This design comes from an exercise in tuning for small area and a short achievable clock period on the open sky130 flow, not from production work. Only simulation tests tie the RTL to the original design; equivalence was not proved. Power figures rest on the tool's default switching activity, not on a simulated workload.

File: flow/design.v
module rf_wsel(input en, input dn, input q, output y);
  wire x;
  c_nand2 u0(en, q, x);
  c_oai21 u1(en, dn, x, y);
endmodule
module rf_aoi222(input a0, input b0, input a1, input b1, input a2, input b2, output y);
  assign y = ~((a0 & b0) | (a1 & b1) | (a2 & b2));
endmodule
module rf_nand2(input a, input b, output y);
  assign y = ~(a & b);
endmodule
module rf_rbit(input [31:1] s, input [31:1] d, output yn, output yn2);
  wire [10:0] t;
  genvar i;
  generate for (i = 0; i < 10; i = i + 1) begin : g
    rf_aoi222 u(s[3*i+1], d[3*i+1], s[3*i+2], d[3*i+2], s[3*i+3], d[3*i+3], t[i]);
  end endgenerate
  rf_nand2 u31(s[31], d[31], t[10]);
  wire [2:0] o;
  c_nand4 n0(t[0], t[1], t[2], t[3], o[0]);
  c_nand4 n1(t[4], t[5], t[6], t[7], o[1]);
  c_nand3 n2(t[8], t[9], t[10], o[2]);
  c_nor3 n3(o[0], o[1], o[2], yn);
  c_nor3 n4(o[0], o[1], o[2], yn2);
endmodule
module c_nand2(input a, input b, output y); assign y = ~(a & b); endmodule
module c_nor2(input a, input b, output y); assign y = ~(a | b); endmodule
module c_xor2(input a, input b, output y); assign y = a ^ b; endmodule
module c_xnor2(input a, input b, output y); assign y = ~(a ^ b); endmodule
module c_inv(input a, output y); assign y = ~a; endmodule
module c_nand3(input a, input b, input c, output y); assign y = ~(a & b & c); endmodule
module c_nand4(input a, input b, input c, input d, output y); assign y = ~(a & b & c & d); endmodule
module c_nor3(input a, input b, input c, output y); assign y = ~(a | b | c); endmodule
module c_aoi21(input a1, input a2, input b1, output y); assign y = ~((a1 & a2) | b1); endmodule
module c_oai21(input a1, input a2, input b1, output y); assign y = ~((a1 | a2) & b1); endmodule
module addr_add32n(input [31:0] an, input [31:0] bn, output [31:0] s);
  wire g0_0;
  wire t0_0;
  wire p_0;
  wire g0_1;
  wire t0_1;
  wire p_1;
  wire g0_2;
  wire t0_2;
  wire p_2;
  wire g0_3;
  wire t0_3;
  wire p_3;
  wire g0_4;
  wire t0_4;
  wire p_4;
  wire g0_5;
  wire t0_5;
  wire p_5;
  wire g0_6;
  wire t0_6;
  wire p_6;
  wire g0_7;
  wire t0_7;
  wire p_7;
  wire g0_8;
  wire t0_8;
  wire p_8;
  wire g0_9;
  wire t0_9;
  wire p_9;
  wire g0_10;
  wire t0_10;
  wire p_10;
  wire g0_11;
  wire t0_11;
  wire p_11;
  wire g0_12;
  wire t0_12;
  wire p_12;
  wire g0_13;
  wire t0_13;
  wire p_13;
  wire g0_14;
  wire t0_14;
  wire p_14;
  wire g0_15;
  wire t0_15;
  wire p_15;
  wire g0_16;
  wire t0_16;
  wire p_16;
  wire g0_17;
  wire t0_17;
  wire p_17;
  wire g0_18;
  wire t0_18;
  wire p_18;
  wire g0_19;
  wire t0_19;
  wire p_19;
  wire g0_20;
  wire t0_20;
  wire p_20;
  wire g0_21;
  wire t0_21;
  wire p_21;
  wire g0_22;
  wire t0_22;
  wire p_22;
  wire g0_23;
  wire t0_23;
  wire p_23;
  wire g0_24;
  wire t0_24;
  wire p_24;
  wire g0_25;
  wire t0_25;
  wire p_25;
  wire g0_26;
  wire t0_26;
  wire p_26;
  wire g0_27;
  wire t0_27;
  wire p_27;
  wire g0_28;
  wire t0_28;
  wire p_28;
  wire g0_29;
  wire t0_29;
  wire p_29;
  wire g0_30;
  wire t0_30;
  wire p_30;
  wire g0_31;
  wire t0_31;
  wire p_31;
  wire g1_1;
  wire g1_2;
  wire t1_2;
  wire g1_3;
  wire t1_3;
  wire g1_4;
  wire t1_4;
  wire g1_5;
  wire t1_5;
  wire g1_6;
  wire t1_6;
  wire g1_7;
  wire t1_7;
  wire g1_8;
  wire t1_8;
  wire g1_9;
  wire t1_9;
  wire g1_10;
  wire t1_10;
  wire g1_11;
  wire t1_11;
  wire g1_12;
  wire t1_12;
  wire g1_13;
  wire t1_13;
  wire g1_14;
  wire t1_14;
  wire g1_15;
  wire t1_15;
  wire g1_16;
  wire t1_16;
  wire g1_17;
  wire t1_17;
  wire g1_18;
  wire t1_18;
  wire g1_19;
  wire t1_19;
  wire g1_20;
  wire t1_20;
  wire g1_21;
  wire t1_21;
  wire g1_22;
  wire t1_22;
  wire g1_23;
  wire t1_23;
  wire g1_24;
  wire t1_24;
  wire g1_25;
  wire t1_25;
  wire g1_26;
  wire t1_26;
  wire g1_27;
  wire t1_27;
  wire g1_28;
  wire t1_28;
  wire g1_29;
  wire t1_29;
  wire g1_30;
  wire t1_30;
  wire g1_31;
  wire t1_31;
  wire gi_0_0;
  wire g2_2;
  wire g2_3;
  wire g2_4;
  wire t2_4;
  wire g2_5;
  wire t2_5;
  wire g2_6;
  wire t2_6;
  wire g2_7;
  wire t2_7;
  wire g2_8;
  wire t2_8;
  wire g2_9;
  wire t2_9;
  wire g2_10;
  wire t2_10;
  wire g2_11;
  wire t2_11;
  wire g2_12;
  wire t2_12;
  wire g2_13;
  wire t2_13;
  wire g2_14;
  wire t2_14;
  wire g2_15;
  wire t2_15;
  wire g2_16;
  wire t2_16;
  wire g2_17;
  wire t2_17;
  wire g2_18;
  wire t2_18;
  wire g2_19;
  wire t2_19;
  wire g2_20;
  wire t2_20;
  wire g2_21;
  wire t2_21;
  wire g2_22;
  wire t2_22;
  wire g2_23;
  wire t2_23;
  wire g2_24;
  wire t2_24;
  wire g2_25;
  wire t2_25;
  wire g2_26;
  wire t2_26;
  wire g2_27;
  wire t2_27;
  wire g2_28;
  wire t2_28;
  wire g2_29;
  wire t2_29;
  wire g2_30;
  wire t2_30;
  wire g2_31;
  wire t2_31;
  wire g3_4;
  wire gi_1_1;
  wire g3_5;
  wire g3_6;
  wire g3_7;
  wire g3_8;
  wire t3_8;
  wire g3_9;
  wire t3_9;
  wire g3_10;
  wire t3_10;
  wire g3_11;
  wire t3_11;
  wire g3_12;
  wire t3_12;
  wire g3_13;
  wire t3_13;
  wire g3_14;
  wire t3_14;
  wire g3_15;
  wire t3_15;
  wire g3_16;
  wire t3_16;
  wire g3_17;
  wire t3_17;
  wire g3_18;
  wire t3_18;
  wire g3_19;
  wire t3_19;
  wire g3_20;
  wire t3_20;
  wire g3_21;
  wire t3_21;
  wire g3_22;
  wire t3_22;
  wire g3_23;
  wire t3_23;
  wire g3_24;
  wire t3_24;
  wire g3_25;
  wire t3_25;
  wire g3_26;
  wire t3_26;
  wire g3_27;
  wire t3_27;
  wire g3_28;
  wire t3_28;
  wire g3_29;
  wire t3_29;
  wire g3_30;
  wire t3_30;
  wire g3_31;
  wire t3_31;
  wire g4_8;
  wire g4_9;
  wire gi_2_0;
  wire g4_10;
  wire gi_3_0;
  wire g4_11;
  wire g4_12;
  wire g4_13;
  wire g4_14;
  wire g4_15;
  wire g4_16;
  wire t4_16;
  wire g4_17;
  wire t4_17;
  wire g4_18;
  wire t4_18;
  wire g4_19;
  wire t4_19;
  wire g4_20;
  wire t4_20;
  wire g4_21;
  wire t4_21;
  wire g4_22;
  wire t4_22;
  wire g4_23;
  wire t4_23;
  wire g4_24;
  wire t4_24;
  wire g4_25;
  wire t4_25;
  wire g4_26;
  wire t4_26;
  wire g4_27;
  wire t4_27;
  wire g4_28;
  wire t4_28;
  wire g4_29;
  wire t4_29;
  wire g4_30;
  wire t4_30;
  wire g4_31;
  wire t4_31;
  wire g5_16;
  wire g5_17;
  wire g5_18;
  wire g5_19;
  wire gi_4_1;
  wire g5_20;
  wire gi_5_1;
  wire g5_21;
  wire gi_6_1;
  wire g5_22;
  wire gi_7_1;
  wire g5_23;
  wire g5_24;
  wire g5_25;
  wire g5_26;
  wire g5_27;
  wire g5_28;
  wire g5_29;
  wire g5_30;
  wire g5_31;
  c_nor2 u1(an[0], bn[0], g0_0);
  c_nand2 u2(an[0], bn[0], t0_0);
  c_xor2 u3(an[0], bn[0], p_0);
  c_nor2 u4(an[1], bn[1], g0_1);
  c_nand2 u5(an[1], bn[1], t0_1);
  c_xor2 u6(an[1], bn[1], p_1);
  c_nor2 u7(an[2], bn[2], g0_2);
  c_nand2 u8(an[2], bn[2], t0_2);
  c_xor2 u9(an[2], bn[2], p_2);
  c_nor2 u10(an[3], bn[3], g0_3);
  c_nand2 u11(an[3], bn[3], t0_3);
  c_xor2 u12(an[3], bn[3], p_3);
  c_nor2 u13(an[4], bn[4], g0_4);
  c_nand2 u14(an[4], bn[4], t0_4);
  c_xor2 u15(an[4], bn[4], p_4);
  c_nor2 u16(an[5], bn[5], g0_5);
  c_nand2 u17(an[5], bn[5], t0_5);
  c_xor2 u18(an[5], bn[5], p_5);
  c_nor2 u19(an[6], bn[6], g0_6);
  c_nand2 u20(an[6], bn[6], t0_6);
  c_xor2 u21(an[6], bn[6], p_6);
  c_nor2 u22(an[7], bn[7], g0_7);
  c_nand2 u23(an[7], bn[7], t0_7);
  c_xor2 u24(an[7], bn[7], p_7);
  c_nor2 u25(an[8], bn[8], g0_8);
  c_nand2 u26(an[8], bn[8], t0_8);
  c_xor2 u27(an[8], bn[8], p_8);
  c_nor2 u28(an[9], bn[9], g0_9);
  c_nand2 u29(an[9], bn[9], t0_9);
  c_xor2 u30(an[9], bn[9], p_9);
  c_nor2 u31(an[10], bn[10], g0_10);
  c_nand2 u32(an[10], bn[10], t0_10);
  c_xor2 u33(an[10], bn[10], p_10);
  c_nor2 u34(an[11], bn[11], g0_11);
  c_nand2 u35(an[11], bn[11], t0_11);
  c_xor2 u36(an[11], bn[11], p_11);
  c_nor2 u37(an[12], bn[12], g0_12);
  c_nand2 u38(an[12], bn[12], t0_12);
  c_xor2 u39(an[12], bn[12], p_12);
  c_nor2 u40(an[13], bn[13], g0_13);
  c_nand2 u41(an[13], bn[13], t0_13);
  c_xor2 u42(an[13], bn[13], p_13);
  c_nor2 u43(an[14], bn[14], g0_14);
  c_nand2 u44(an[14], bn[14], t0_14);
  c_xor2 u45(an[14], bn[14], p_14);
  c_nor2 u46(an[15], bn[15], g0_15);
  c_nand2 u47(an[15], bn[15], t0_15);
  c_xor2 u48(an[15], bn[15], p_15);
  c_nor2 u49(an[16], bn[16], g0_16);
  c_nand2 u50(an[16], bn[16], t0_16);
  c_xor2 u51(an[16], bn[16], p_16);
  c_nor2 u52(an[17], bn[17], g0_17);
  c_nand2 u53(an[17], bn[17], t0_17);
  c_xor2 u54(an[17], bn[17], p_17);
  c_nor2 u55(an[18], bn[18], g0_18);
  c_nand2 u56(an[18], bn[18], t0_18);
  c_xor2 u57(an[18], bn[18], p_18);
  c_nor2 u58(an[19], bn[19], g0_19);
  c_nand2 u59(an[19], bn[19], t0_19);
  c_xor2 u60(an[19], bn[19], p_19);
  c_nor2 u61(an[20], bn[20], g0_20);
  c_nand2 u62(an[20], bn[20], t0_20);
  c_xor2 u63(an[20], bn[20], p_20);
  c_nor2 u64(an[21], bn[21], g0_21);
  c_nand2 u65(an[21], bn[21], t0_21);
  c_xor2 u66(an[21], bn[21], p_21);
  c_nor2 u67(an[22], bn[22], g0_22);
  c_nand2 u68(an[22], bn[22], t0_22);
  c_xor2 u69(an[22], bn[22], p_22);
  c_nor2 u70(an[23], bn[23], g0_23);
  c_nand2 u71(an[23], bn[23], t0_23);
  c_xor2 u72(an[23], bn[23], p_23);
  c_nor2 u73(an[24], bn[24], g0_24);
  c_nand2 u74(an[24], bn[24], t0_24);
  c_xor2 u75(an[24], bn[24], p_24);
  c_nor2 u76(an[25], bn[25], g0_25);
  c_nand2 u77(an[25], bn[25], t0_25);
  c_xor2 u78(an[25], bn[25], p_25);
  c_nor2 u79(an[26], bn[26], g0_26);
  c_nand2 u80(an[26], bn[26], t0_26);
  c_xor2 u81(an[26], bn[26], p_26);
  c_nor2 u82(an[27], bn[27], g0_27);
  c_nand2 u83(an[27], bn[27], t0_27);
  c_xor2 u84(an[27], bn[27], p_27);
  c_nor2 u85(an[28], bn[28], g0_28);
  c_nand2 u86(an[28], bn[28], t0_28);
  c_xor2 u87(an[28], bn[28], p_28);
  c_nor2 u88(an[29], bn[29], g0_29);
  c_nand2 u89(an[29], bn[29], t0_29);
  c_xor2 u90(an[29], bn[29], p_29);
  c_nor2 u91(an[30], bn[30], g0_30);
  c_nand2 u92(an[30], bn[30], t0_30);
  c_xor2 u93(an[30], bn[30], p_30);
  c_nor2 u94(an[31], bn[31], g0_31);
  c_nand2 u95(an[31], bn[31], t0_31);
  c_xor2 u96(an[31], bn[31], p_31);
  c_aoi21 u97(t0_1, g0_0, g0_1, g1_1);
  c_aoi21 u98(t0_2, g0_1, g0_2, g1_2);
  c_nand2 u99(t0_2, t0_1, t1_2);
  c_aoi21 u100(t0_3, g0_2, g0_3, g1_3);
  c_nand2 u101(t0_3, t0_2, t1_3);
  c_aoi21 u102(t0_4, g0_3, g0_4, g1_4);
  c_nand2 u103(t0_4, t0_3, t1_4);
  c_aoi21 u104(t0_5, g0_4, g0_5, g1_5);
  c_nand2 u105(t0_5, t0_4, t1_5);
  c_aoi21 u106(t0_6, g0_5, g0_6, g1_6);
  c_nand2 u107(t0_6, t0_5, t1_6);
  c_aoi21 u108(t0_7, g0_6, g0_7, g1_7);
  c_nand2 u109(t0_7, t0_6, t1_7);
  c_aoi21 u110(t0_8, g0_7, g0_8, g1_8);
  c_nand2 u111(t0_8, t0_7, t1_8);
  c_aoi21 u112(t0_9, g0_8, g0_9, g1_9);
  c_nand2 u113(t0_9, t0_8, t1_9);
  c_aoi21 u114(t0_10, g0_9, g0_10, g1_10);
  c_nand2 u115(t0_10, t0_9, t1_10);
  c_aoi21 u116(t0_11, g0_10, g0_11, g1_11);
  c_nand2 u117(t0_11, t0_10, t1_11);
  c_aoi21 u118(t0_12, g0_11, g0_12, g1_12);
  c_nand2 u119(t0_12, t0_11, t1_12);
  c_aoi21 u120(t0_13, g0_12, g0_13, g1_13);
  c_nand2 u121(t0_13, t0_12, t1_13);
  c_aoi21 u122(t0_14, g0_13, g0_14, g1_14);
  c_nand2 u123(t0_14, t0_13, t1_14);
  c_aoi21 u124(t0_15, g0_14, g0_15, g1_15);
  c_nand2 u125(t0_15, t0_14, t1_15);
  c_aoi21 u126(t0_16, g0_15, g0_16, g1_16);
  c_nand2 u127(t0_16, t0_15, t1_16);
  c_aoi21 u128(t0_17, g0_16, g0_17, g1_17);
  c_nand2 u129(t0_17, t0_16, t1_17);
  c_aoi21 u130(t0_18, g0_17, g0_18, g1_18);
  c_nand2 u131(t0_18, t0_17, t1_18);
  c_aoi21 u132(t0_19, g0_18, g0_19, g1_19);
  c_nand2 u133(t0_19, t0_18, t1_19);
  c_aoi21 u134(t0_20, g0_19, g0_20, g1_20);
  c_nand2 u135(t0_20, t0_19, t1_20);
  c_aoi21 u136(t0_21, g0_20, g0_21, g1_21);
  c_nand2 u137(t0_21, t0_20, t1_21);
  c_aoi21 u138(t0_22, g0_21, g0_22, g1_22);
  c_nand2 u139(t0_22, t0_21, t1_22);
  c_aoi21 u140(t0_23, g0_22, g0_23, g1_23);
  c_nand2 u141(t0_23, t0_22, t1_23);
  c_aoi21 u142(t0_24, g0_23, g0_24, g1_24);
  c_nand2 u143(t0_24, t0_23, t1_24);
  c_aoi21 u144(t0_25, g0_24, g0_25, g1_25);
  c_nand2 u145(t0_25, t0_24, t1_25);
  c_aoi21 u146(t0_26, g0_25, g0_26, g1_26);
  c_nand2 u147(t0_26, t0_25, t1_26);
  c_aoi21 u148(t0_27, g0_26, g0_27, g1_27);
  c_nand2 u149(t0_27, t0_26, t1_27);
  c_aoi21 u150(t0_28, g0_27, g0_28, g1_28);
  c_nand2 u151(t0_28, t0_27, t1_28);
  c_aoi21 u152(t0_29, g0_28, g0_29, g1_29);
  c_nand2 u153(t0_29, t0_28, t1_29);
  c_aoi21 u154(t0_30, g0_29, g0_30, g1_30);
  c_nand2 u155(t0_30, t0_29, t1_30);
  c_aoi21 u156(t0_31, g0_30, g0_31, g1_31);
  c_nand2 u157(t0_31, t0_30, t1_31);
  c_inv u158(g0_0, gi_0_0);
  c_oai21 u159(t1_2, gi_0_0, g1_2, g2_2);
  c_oai21 u160(t1_3, g1_1, g1_3, g2_3);
  c_oai21 u161(t1_4, g1_2, g1_4, g2_4);
  c_nor2 u162(t1_4, t1_2, t2_4);
  c_oai21 u163(t1_5, g1_3, g1_5, g2_5);
  c_nor2 u164(t1_5, t1_3, t2_5);
  c_oai21 u165(t1_6, g1_4, g1_6, g2_6);
  c_nor2 u166(t1_6, t1_4, t2_6);
  c_oai21 u167(t1_7, g1_5, g1_7, g2_7);
  c_nor2 u168(t1_7, t1_5, t2_7);
  c_oai21 u169(t1_8, g1_6, g1_8, g2_8);
  c_nor2 u170(t1_8, t1_6, t2_8);
  c_oai21 u171(t1_9, g1_7, g1_9, g2_9);
  c_nor2 u172(t1_9, t1_7, t2_9);
  c_oai21 u173(t1_10, g1_8, g1_10, g2_10);
  c_nor2 u174(t1_10, t1_8, t2_10);
  c_oai21 u175(t1_11, g1_9, g1_11, g2_11);
  c_nor2 u176(t1_11, t1_9, t2_11);
  c_oai21 u177(t1_12, g1_10, g1_12, g2_12);
  c_nor2 u178(t1_12, t1_10, t2_12);
  c_oai21 u179(t1_13, g1_11, g1_13, g2_13);
  c_nor2 u180(t1_13, t1_11, t2_13);
  c_oai21 u181(t1_14, g1_12, g1_14, g2_14);
  c_nor2 u182(t1_14, t1_12, t2_14);
  c_oai21 u183(t1_15, g1_13, g1_15, g2_15);
  c_nor2 u184(t1_15, t1_13, t2_15);
  c_oai21 u185(t1_16, g1_14, g1_16, g2_16);
  c_nor2 u186(t1_16, t1_14, t2_16);
  c_oai21 u187(t1_17, g1_15, g1_17, g2_17);
  c_nor2 u188(t1_17, t1_15, t2_17);
  c_oai21 u189(t1_18, g1_16, g1_18, g2_18);
  c_nor2 u190(t1_18, t1_16, t2_18);
  c_oai21 u191(t1_19, g1_17, g1_19, g2_19);
  c_nor2 u192(t1_19, t1_17, t2_19);
  c_oai21 u193(t1_20, g1_18, g1_20, g2_20);
  c_nor2 u194(t1_20, t1_18, t2_20);
  c_oai21 u195(t1_21, g1_19, g1_21, g2_21);
  c_nor2 u196(t1_21, t1_19, t2_21);
  c_oai21 u197(t1_22, g1_20, g1_22, g2_22);
  c_nor2 u198(t1_22, t1_20, t2_22);
  c_oai21 u199(t1_23, g1_21, g1_23, g2_23);
  c_nor2 u200(t1_23, t1_21, t2_23);
  c_oai21 u201(t1_24, g1_22, g1_24, g2_24);
  c_nor2 u202(t1_24, t1_22, t2_24);
  c_oai21 u203(t1_25, g1_23, g1_25, g2_25);
  c_nor2 u204(t1_25, t1_23, t2_25);
  c_oai21 u205(t1_26, g1_24, g1_26, g2_26);
  c_nor2 u206(t1_26, t1_24, t2_26);
  c_oai21 u207(t1_27, g1_25, g1_27, g2_27);
  c_nor2 u208(t1_27, t1_25, t2_27);
  c_oai21 u209(t1_28, g1_26, g1_28, g2_28);
  c_nor2 u210(t1_28, t1_26, t2_28);
  c_oai21 u211(t1_29, g1_27, g1_29, g2_29);
  c_nor2 u212(t1_29, t1_27, t2_29);
  c_oai21 u213(t1_30, g1_28, g1_30, g2_30);
  c_nor2 u214(t1_30, t1_28, t2_30);
  c_oai21 u215(t1_31, g1_29, g1_31, g2_31);
  c_nor2 u216(t1_31, t1_29, t2_31);
  c_aoi21 u217(t2_4, g0_0, g2_4, g3_4);
  c_inv u218(g1_1, gi_1_1);
  c_aoi21 u219(t2_5, gi_1_1, g2_5, g3_5);
  c_aoi21 u220(t2_6, g2_2, g2_6, g3_6);
  c_aoi21 u221(t2_7, g2_3, g2_7, g3_7);
  c_aoi21 u222(t2_8, g2_4, g2_8, g3_8);
  c_nand2 u223(t2_8, t2_4, t3_8);
  c_aoi21 u224(t2_9, g2_5, g2_9, g3_9);
  c_nand2 u225(t2_9, t2_5, t3_9);
  c_aoi21 u226(t2_10, g2_6, g2_10, g3_10);
  c_nand2 u227(t2_10, t2_6, t3_10);
  c_aoi21 u228(t2_11, g2_7, g2_11, g3_11);
  c_nand2 u229(t2_11, t2_7, t3_11);
  c_aoi21 u230(t2_12, g2_8, g2_12, g3_12);
  c_nand2 u231(t2_12, t2_8, t3_12);
  c_aoi21 u232(t2_13, g2_9, g2_13, g3_13);
  c_nand2 u233(t2_13, t2_9, t3_13);
  c_aoi21 u234(t2_14, g2_10, g2_14, g3_14);
  c_nand2 u235(t2_14, t2_10, t3_14);
  c_aoi21 u236(t2_15, g2_11, g2_15, g3_15);
  c_nand2 u237(t2_15, t2_11, t3_15);
  c_aoi21 u238(t2_16, g2_12, g2_16, g3_16);
  c_nand2 u239(t2_16, t2_12, t3_16);
  c_aoi21 u240(t2_17, g2_13, g2_17, g3_17);
  c_nand2 u241(t2_17, t2_13, t3_17);
  c_aoi21 u242(t2_18, g2_14, g2_18, g3_18);
  c_nand2 u243(t2_18, t2_14, t3_18);
  c_aoi21 u244(t2_19, g2_15, g2_19, g3_19);
  c_nand2 u245(t2_19, t2_15, t3_19);
  c_aoi21 u246(t2_20, g2_16, g2_20, g3_20);
  c_nand2 u247(t2_20, t2_16, t3_20);
  c_aoi21 u248(t2_21, g2_17, g2_21, g3_21);
  c_nand2 u249(t2_21, t2_17, t3_21);
  c_aoi21 u250(t2_22, g2_18, g2_22, g3_22);
  c_nand2 u251(t2_22, t2_18, t3_22);
  c_aoi21 u252(t2_23, g2_19, g2_23, g3_23);
  c_nand2 u253(t2_23, t2_19, t3_23);
  c_aoi21 u254(t2_24, g2_20, g2_24, g3_24);
  c_nand2 u255(t2_24, t2_20, t3_24);
  c_aoi21 u256(t2_25, g2_21, g2_25, g3_25);
  c_nand2 u257(t2_25, t2_21, t3_25);
  c_aoi21 u258(t2_26, g2_22, g2_26, g3_26);
  c_nand2 u259(t2_26, t2_22, t3_26);
  c_aoi21 u260(t2_27, g2_23, g2_27, g3_27);
  c_nand2 u261(t2_27, t2_23, t3_27);
  c_aoi21 u262(t2_28, g2_24, g2_28, g3_28);
  c_nand2 u263(t2_28, t2_24, t3_28);
  c_aoi21 u264(t2_29, g2_25, g2_29, g3_29);
  c_nand2 u265(t2_29, t2_25, t3_29);
  c_aoi21 u266(t2_30, g2_26, g2_30, g3_30);
  c_nand2 u267(t2_30, t2_26, t3_30);
  c_aoi21 u268(t2_31, g2_27, g2_31, g3_31);
  c_nand2 u269(t2_31, t2_27, t3_31);
  c_oai21 u270(t3_8, gi_0_0, g3_8, g4_8);
  c_oai21 u271(t3_9, g1_1, g3_9, g4_9);
  c_inv u272(g2_2, gi_2_0);
  c_oai21 u273(t3_10, gi_2_0, g3_10, g4_10);
  c_inv u274(g2_3, gi_3_0);
  c_oai21 u275(t3_11, gi_3_0, g3_11, g4_11);
  c_oai21 u276(t3_12, g3_4, g3_12, g4_12);
  c_oai21 u277(t3_13, g3_5, g3_13, g4_13);
  c_oai21 u278(t3_14, g3_6, g3_14, g4_14);
  c_oai21 u279(t3_15, g3_7, g3_15, g4_15);
  c_oai21 u280(t3_16, g3_8, g3_16, g4_16);
  c_nor2 u281(t3_16, t3_8, t4_16);
  c_oai21 u282(t3_17, g3_9, g3_17, g4_17);
  c_nor2 u283(t3_17, t3_9, t4_17);
  c_oai21 u284(t3_18, g3_10, g3_18, g4_18);
  c_nor2 u285(t3_18, t3_10, t4_18);
  c_oai21 u286(t3_19, g3_11, g3_19, g4_19);
  c_nor2 u287(t3_19, t3_11, t4_19);
  c_oai21 u288(t3_20, g3_12, g3_20, g4_20);
  c_nor2 u289(t3_20, t3_12, t4_20);
  c_oai21 u290(t3_21, g3_13, g3_21, g4_21);
  c_nor2 u291(t3_21, t3_13, t4_21);
  c_oai21 u292(t3_22, g3_14, g3_22, g4_22);
  c_nor2 u293(t3_22, t3_14, t4_22);
  c_oai21 u294(t3_23, g3_15, g3_23, g4_23);
  c_nor2 u295(t3_23, t3_15, t4_23);
  c_oai21 u296(t3_24, g3_16, g3_24, g4_24);
  c_nor2 u297(t3_24, t3_16, t4_24);
  c_oai21 u298(t3_25, g3_17, g3_25, g4_25);
  c_nor2 u299(t3_25, t3_17, t4_25);
  c_oai21 u300(t3_26, g3_18, g3_26, g4_26);
  c_nor2 u301(t3_26, t3_18, t4_26);
  c_oai21 u302(t3_27, g3_19, g3_27, g4_27);
  c_nor2 u303(t3_27, t3_19, t4_27);
  c_oai21 u304(t3_28, g3_20, g3_28, g4_28);
  c_nor2 u305(t3_28, t3_20, t4_28);
  c_oai21 u306(t3_29, g3_21, g3_29, g4_29);
  c_nor2 u307(t3_29, t3_21, t4_29);
  c_oai21 u308(t3_30, g3_22, g3_30, g4_30);
  c_nor2 u309(t3_30, t3_22, t4_30);
  c_oai21 u310(t3_31, g3_23, g3_31, g4_31);
  c_nor2 u311(t3_31, t3_23, t4_31);
  c_aoi21 u312(t4_16, g0_0, g4_16, g5_16);
  c_aoi21 u313(t4_17, gi_1_1, g4_17, g5_17);
  c_aoi21 u314(t4_18, g2_2, g4_18, g5_18);
  c_aoi21 u315(t4_19, g2_3, g4_19, g5_19);
  c_inv u316(g3_4, gi_4_1);
  c_aoi21 u317(t4_20, gi_4_1, g4_20, g5_20);
  c_inv u318(g3_5, gi_5_1);
  c_aoi21 u319(t4_21, gi_5_1, g4_21, g5_21);
  c_inv u320(g3_6, gi_6_1);
  c_aoi21 u321(t4_22, gi_6_1, g4_22, g5_22);
  c_inv u322(g3_7, gi_7_1);
  c_aoi21 u323(t4_23, gi_7_1, g4_23, g5_23);
  c_aoi21 u324(t4_24, g4_8, g4_24, g5_24);
  c_aoi21 u325(t4_25, g4_9, g4_25, g5_25);
  c_aoi21 u326(t4_26, g4_10, g4_26, g5_26);
  c_aoi21 u327(t4_27, g4_11, g4_27, g5_27);
  c_aoi21 u328(t4_28, g4_12, g4_28, g5_28);
  c_aoi21 u329(t4_29, g4_13, g4_29, g5_29);
  c_aoi21 u330(t4_30, g4_14, g4_30, g5_30);
  c_aoi21 u331(t4_31, g4_15, g4_31, g5_31);
  assign s[0] = p_0;
  c_xor2 u332(p_1, g0_0, s[1]);
  c_xnor2 u333(p_2, g1_1, s[2]);
  c_xor2 u334(p_3, g2_2, s[3]);
  c_xor2 u335(p_4, g2_3, s[4]);
  c_xnor2 u336(p_5, g3_4, s[5]);
  c_xnor2 u337(p_6, g3_5, s[6]);
  c_xnor2 u338(p_7, g3_6, s[7]);
  c_xnor2 u339(p_8, g3_7, s[8]);
  c_xor2 u340(p_9, g4_8, s[9]);
  c_xor2 u341(p_10, g4_9, s[10]);
  c_xor2 u342(p_11, g4_10, s[11]);
  c_xor2 u343(p_12, g4_11, s[12]);
  c_xor2 u344(p_13, g4_12, s[13]);
  c_xor2 u345(p_14, g4_13, s[14]);
  c_xor2 u346(p_15, g4_14, s[15]);
  c_xor2 u347(p_16, g4_15, s[16]);
  c_xnor2 u348(p_17, g5_16, s[17]);
  c_xnor2 u349(p_18, g5_17, s[18]);
  c_xnor2 u350(p_19, g5_18, s[19]);
  c_xnor2 u351(p_20, g5_19, s[20]);
  c_xnor2 u352(p_21, g5_20, s[21]);
  c_xnor2 u353(p_22, g5_21, s[22]);
  c_xnor2 u354(p_23, g5_22, s[23]);
  c_xnor2 u355(p_24, g5_23, s[24]);
  c_xnor2 u356(p_25, g5_24, s[25]);
  c_xnor2 u357(p_26, g5_25, s[26]);
  c_xnor2 u358(p_27, g5_26, s[27]);
  c_xnor2 u359(p_28, g5_27, s[28]);
  c_xnor2 u360(p_29, g5_28, s[29]);
  c_xnor2 u361(p_30, g5_29, s[30]);
  c_xnor2 u362(p_31, g5_30, s[31]);
endmodule
module mips_core(clk, reset, iaddr, instr, dm_addr, dm_wdata, dm_we, dm_rdata);
  input clk, reset;
  output [29:0] iaddr;
  input [31:0] instr;
  output [31:0] dm_addr;
  output [31:0] dm_wdata;
  output dm_we;
  input [31:0] dm_rdata;
  wire [5:0] op = instr[31:26];
  wire [4:0] rs = instr[25:21];
  wire [4:0] rt = instr[20:16];
  wire [4:0] rd = instr[15:11];
  wire [15:0] imm = instr[15:0];
  wire is_r    = op == 6'b000000;
  wire is_addu = is_r & (instr[5:0] == 6'b100001);
  wire is_ori  = op == 6'b001101;
  wire is_lui  = op == 6'b001111;
  wire is_lw   = op == 6'b100011;
  wire is_sw   = op == 6'b101011;
  wire is_beq  = op == 6'b000100;
  wire is_j    = op == 6'b000010;
  wire regwr = is_r | is_ori | is_lui | is_lw;
  wire [4:0] rw = is_r ? rd : rt;
  reg [1023:32] rf;
  reg [31:1] valid;
  reg [31:1] sa, sb, we;
  wire [1023:32] rf_next;
  wire [31:0] busa_n, busa_n2, busb_n, busb_n2, wd;
  wire [31:0] busa = ~busa_n;
  wire [31:0] busb = ~busb_n;
  integer r;
  always @(*) begin
    for (r = 1; r < 32; r = r + 1) begin
      sa[r] = valid[r] & (rs == r);
      sb[r] = valid[r] & (rt == r);
      we[r] = regwr & (rw == r);
    end
  end
  genvar b, k;
  generate for (b = 0; b < 32; b = b + 1) begin : rb
    wire [31:1] col;
    for (k = 1; k < 32; k = k + 1) begin : c
      assign col[k] = rf[k*32 + b];
      rf_wsel w(~we[k], ~wd[b], rf[k*32 + b], rf_next[k*32 + b]);
    end
    rf_rbit ua(sa, col, busa_n[b], busa_n2[b]);
    rf_rbit ub(sb, col, busb_n[b], busb_n2[b]);
  end endgenerate
  always @(posedge clk) rf <= rf_next;
  always @(posedge clk, posedge reset) begin
    if (reset) valid <= 31'b0;
    else valid <= valid | we;
  end
  wire sub = ~is_addu;
  wire [31:0] alu = busa + (sub ? ~busb : busb) + {31'b0, sub};
  wire eq = busa == busb;
  wire [31:0] sext = {{16{imm[15]}}, imm};
  assign wd = is_lw ? dm_rdata :
              is_lui ? {imm, 16'h0} :
              is_ori ? (busa | {16'h0, imm}) : alu;
  addr_add32n addr_add(busa_n2, ~sext, dm_addr);
  assign dm_wdata = ~busb_n2;
  assign dm_we = is_sw;
  reg [29:0] pc;
  wire [29:0] pc1 = pc + 30'd1;
  wire [29:0] pcb = pc1 + sext[29:0];
  wire [29:0] npc = is_j ? {pc[29:26], instr[25:0]} : (is_beq & eq) ? pcb : pc1;
  always @(posedge clk, posedge reset) begin
    if (reset) pc <= 30'h0000_0c00;
    else pc <= npc;
  end
  assign iaddr = pc;
endmodule
File: flow/flow/run.sh
#!/bin/bash
# The standard layout, with the port buffers that buffer_ports inserts made
# plain buf_2 cells (the default pick is a delay cell, clkdlybuf4s50_1,
# that the later timing repair leaves in place on the output paths).
set -euo pipefail
bash standard.sh BUFFER_PORTS_ARGS="-buffer_cell sky130_fd_sc_hd__buf_2" finish > standard.log 2>&1
File: flow/standard.sh
#!/bin/bash
# synth_recipe.tcl (not shown) runs the flow's synth.tcl, then flattens the netlist and writes it again
# the make line also repeats each setting of config.mk as NAME=value (left out here)
make -C /OpenROAD-flow-scripts/flow DESIGN_CONFIG=/design/flow/config.mk WORK_HOME=/design/flow/orfs CLKGATE_MAP_FILE= SYNTH_SCRIPT=/design/flow/synth_recipe.tcl "${@:-finish}"
File: flow/config.mk
export PLATFORM = sky130hd
export DESIGN_NAME = mips_core
export DESIGN_NICKNAME = mips_core
export VERILOG_FILES = /design/flow/design.v
export SDC_FILE = /design/flow/constraint.sdc
export NUM_CORES = 4
export LEC_CHECK = 0
export CAP_MARGIN = 20
export CORE_MARGIN = 2
export CORE_UTILIZATION = 54
export CTS_CLUSTER_DIAMETER = 80
export CTS_CLUSTER_SIZE = 24
export PLACE_DENSITY = 0.68
export SETUP_SLACK_MARGIN = 4.4
export SLEW_MARGIN = 20
export SYNTH_HIERARCHICAL = 1
File: flow/constraint.sdc
create_clock -name core_clock -period 13.0 [get_ports {clk}]
set_input_delay 2.6000 -clock core_clock [delete_from_list [all_inputs] [get_ports {clk}]]
set_output_delay 2.6000 -clock core_clock [all_outputs]
set_load 0.01 [all_outputs]
==> run summary <==
* Worst path cell trace: buf_2 -> inv_1 -> and2_1 -> and3_2 -> buf_4 -> a222oi_1 -> nand4_1 -> nor3_2 -> xnor2_1 -> ha_1 -> and2_1 -> o31a_1 -> o31a_1 -> o31a_1 -> a311o_1 -> a31oi_4 -> mux2i_1 -> or3_2 -> o21ai_1
* Vias per Instance: 7.07
* WP data arrival: 9.22 ns
- Count of flip-flops with a built-in enable after synthesis: 0
* Number of vias after detailed routing: about 51000
- The critical path ends at rf[252]$_DFF_P_.
- Power per unit of standard cell area: approximately 110 mW/mm²
- After synthesis the cells add up to around 0.048 mm².
* Most utilized layer in the global route result: met2
- Number of cells traversed by the worst register-to-register path: 16
* Chip width: roughly 300 µm
- The clock tree synthesis step divided the H-tree into 2 levels.
- Largest buffer count on any clock path: 3
- Reg-to-reg endpoint: rf[252]$_DFF_P_
- The die is 303 µm tall.
- In this run the standard cell core region covers 0.0885 mm².
* Most common cell after layout, fill and taps aside: nand2_1
* Flip-flop and latch count after synthesis: 1053
- Count of unique library cells instantiated by Yosys: 72
* Detailed-route DRC error count: 0
- Post-cts hold buffer count: 0
- FFs w/ async S/R, synth: 5.79%
- Main flop type after synthesis: dfxtp_1
- Wire length of the first global-routing pass: 302000 µm
- Source of the critical timing path: instr[16]
- After clock tree synthesis, the clock-pin slew on the worst setup and hold paths is roughly 0.09 ns.
- In the final layout, the share of cells above drive strength 1 is between 10% and 20%.
* GRT Resource Usage Total: between 40 and 50%
- Timing would allow up to around 120 MHz.
- RD Place Congestion: between 0.9 and 1
- Once detail routing completed, the nets flagged for antenna violations numbered 0.
* Period minus WS final: ~8.6 ns
- Syn avg cell area: about 8.7 µm²
- Launch point of the worst reg-to-reg path: valid[21]$_DFF_PP0_
* HPWL after detailed placement: between 100000 and 150000 µm
- Summed over all cells, the static leakage comes to around 20 nW.
* Max Transition Viols Final: 0
* Layout fillers: about 8000
- For met3 alone, demand over resource in global routing was about 17%.
- In this run the worst path has a maximum fanout of 32.
* Worst slew margin relative to its limit: 22.9%
- In this run, CTS created clock tree buffers numbering 53.
* Yosys warning total: 7
- NumNets Final: 6138
* Sequential cell area: 0.0214 mm²
- Net count after synthesis: around 5700
- Across the routed clock network, the largest skew measured is 0.0427 ns.
* Area of the multi-input gates: between 0.02 and 0.03 mm²
- IO Pins: approximately 160
- Dividing the detail-routed wire length by the instance count gives about 30 µm.
* Top cell by count, worst path: o31a_1
- Die area: around 0.09 mm²
* Global routing met1 resource utilization: a little under three fifths
- Category of the most critical setup path: in2reg
- Endpoint required time on the critical path: ~14 ns
- Via count of the first global-routing pass: 45200
- For flop-to-flop paths, the worst setup slack is roughly 6.5 ns.
* Capturing element type of the critical path: flip-flop
- For this run, the share of the core covered by cells in the final layout is 62.7%.
- Before CTS, the worst setup slack after placement is ~3.6 ns.
- Clock tree root driver cell: clkbuf_16
- Entering global routing, the biggest net connects 66 pins.
* Delay of the slowest cell on the worst path: a little under 0.9 ns
- Of the synthesized area, sequential elements account for about 44%.
- Sum Neg Setup Slack: 0 ns
* Unrepaired setup endpoints after global routing: no
- Initial DRC count: approximately 11000
* Worst path setup slack after routing: approximately 4.4 ns
* Worst hold slack after final layout: roughly 0.47 ns
- Slew at the pin with the worst max-slew slack: between 1 and 1.5 ns
* Clock tree from TritonCTS: done
- Synthesis-to-layout area growth: 14.8%
- The run finished with no timing, DRC or antenna violations.
* Initial DRT Pass Iterations: 17
- Met2 Resource Use GR: a little under two thirds
- Later-pin clock latency in the skew report: ~0.71 ns
- Once the floorplan was initialized, standard cells occupied 54.6% of the core.
- After detailed routing, the total wire length is 218000 µm.
- The number of failing hold endpoints at the final stage was 0.
* Final global-route overflow total: 0
- Kind of path behind the tightest hold check: reg2reg
- Num rows: about 110
- CP max stage cell: or3_2
- Count of final setup violators: 0
- Port-buffer cells: 160
- Critical Path Source Type: input pin
* Clock tree sinks: roughly 1100
- Maximum vdd drop: roughly 0.00012 V
* Most used cells in the layout excluding fill and tap cells: nand2_1, o21ai_1, dfxtp_1, a222oi_1, buf_4
* Crit share post-route: between 60% and 70%
- Gate count after technology mapping: approximately 5600
- Across the run, the number of max-cap violations was 0.
- The number of antenna violations at the first check in global routing is 1.
-- flip-flops by register name (all words and copies together), names as in the netlist --
name / count
pc: 30
rf: 992
valid: 31
-- area by class of cell --
class	instances	share of cell area [%]
clock inverters	10	0.293
flip-flops and latches	1053	38.5
repair buffers	422	5.95
clock buffers	62	2.57
inverters	106	0.717
diodes	1	0.00451
multi-input cells	4374	49.3
well taps	1165	2.63
-- per-layer routing --
metal,up-vias,wire length [µm]
li1,22800,-
met1,23600,79100
met2,3820,88300
met3,677,34300
met4,4,16200
met5,-,100
-- per-module statistics from Yosys (local to each module, per instance), a selection --
module | area (µm²) | copies in the design | cells inside
rf_aoi222 | 10.0 | 640 | 1
c_xor2 | 8.76 | 43 | 1
c_oai21 | 5.00 | 1044 | 1
c_nand3 | 5.00 | 64 | 1
c_nand2 | 3.75 | 1074 | 1
rf_nand2 | 3.75 | 64 | 1
-- cells in the mapped netlist, types with 6 or more instances --
| cell type | number | share of area [%] |
|---|---|---|
| nand2_1 | 1283 | 10 |
| dfxtp_1 | 992 | 41 |
| o21ai_1 | 1047 | 11 |
| nor3_1 | 26 | 0.27 |
| inv_1 | 105 | 0.82 |
| buf_1 | 6 | 0.047 |
| a32oi_1 | 8 | 0.15 |
| ha_1 | 60 | 1.6 |
| a222oi_1 | 640 | 13 |
| a21oi_2 | 72 | 1.3 |
| nor3_2 | 128 | 2.7 |
| nor4_1 | 17 | 0.22 |
| nor2b_1 | 16 | 0.21 |
| and2_1 | 19 | 0.25 |
| nand2b_1 | 35 | 0.45 |
| a21oi_1 | 91 | 0.94 |
| o22ai_1 | 7 | 0.091 |
| and3_1 | 81 | 1.0 |
| o211ai_1 | 20 | 0.31 |
| o21bai_1 | 6 | 0.093 |
| xor2_1 | 105 | 1.9 |
| a211oi_1 | 13 | 0.20 |
| o21ai_0 | 61 | 0.63 |
| nand4_1 | 141 | 1.8 |
| clkbuf_1 | 34 | 0.26 |
| mux2i_1 | 7 | 0.15 |
| a21o_1 | 30 | 0.47 |
| nand3_1 | 97 | 1.0 |
| dfrtp_1 | 59 | 3.1 |
| xnor2_1 | 93 | 1.7 |
| a31oi_1 | 20 | 0.26 |
| nor2_1 | 152 | 1.2 |
| o31ai_1 | 7 | 0.11 |
-- worst max-delay path: cells and delay by family --
family                   cells  cell delay [ns]
AO/OA/AOI/OAI                7             2.45
multiplexers                 1             0.10
XOR/XNOR                     1             0.14
adder cells (fa/ha/maj)      1             0.33
AND/OR/NAND/NOR              6             2.62
buffers and inverters        3             0.89
-- worst min path at each step --
stage / startpoint / to / slack (ns) / cells past startpoint
finish: rf[262]$_DFF_P_ / rf[262]$_DFF_P_ / 0.47 / 2
global route: rf[992]$_DFF_P_ / rf[992]$_DFF_P_ / 0.48 / 2
CTS: rf[566]$_DFF_P_ / rf[566]$_DFF_P_ / 0.47 / 2
detailed placement: rf[566]$_DFF_P_ / rf[566]$_DFF_P_ / 0.45 / 2
global placement: rf[570]$_DFF_P_ / rf[570]$_DFF_P_ / 0.45 / 2
floorplan: valid[10]$_DFF_PP0_ / valid[10]$_DFF_PP0_ / 0.44 / 1
-- report_power, final --
part	internal (mW)	leakage, nW	switching [mW]
combinational	0.321	10.2	0.543
sequential	3.30	8.76	0.0819
clock	0.813	0.763	1.13
total	4.43	19.7	1.76
-- per-stage QoR --
step | cell area [µm²] | total power [mW] | cells
after floorplan | 48300 | 3.99 | 5564
after global placement | 51700 | 4.25 | 6977
after detailed placement | 51700 | 4.26 | 6977
after CTS | 54600 | 6.15 | 7159
after global routing | 55500 | 6.37 | 7192
final | 55500 | 6.19 | 7193
-- logic make-up after synthesis --
kind of cell	Yosys count	share of synthesized area, %
multiplexers	10	0.215
adder cells (fa/ha/maj)	62	1.64
XOR/XNOR	198	3.59
flip-flops	1053	44.3
AO/OA/AOI/OAI	2071	29.6
buffers and inverters	148	1.16
AND/OR/NAND/NOR	2022	19.5
-- timing repair --
item / CTS / global route
endpoints found under the setup margin: 30 / 87
gates resized for setup: 102 / 116
pin swaps: 91 / 89
buffers inserted: 100 / 22
cloned: 10 / 10

[port drivers added, routing unchanged]
In the flow no input, the clock included, has a driving cell. The finished layout below was timed again as built, in two steps.
Step 1 sets driving cells, clkbuf_16 on the clock port and buf_2 on the other inputs (assumed; they add their load-dependent delay and slew).
Step 2 moves the port delays by t, midway between the first and last clock arrival at a register: inputs arrive t later, outputs are due t later. That takes back most of the time a late clock gives input paths.
Three values: ideal, step 1, step 2; two values: the first two.
shift t [ns]: 0.760
setup slack, ns: 4.393 / 4.389 / 3.683
worst setup path after step 2: input to register
cell pins on the clock port's net: 1
After both steps this run still meets setup and hold. For this run, drivers alone change the setup slack by -0.004 ns; drivers and shift together by -0.710 ns.
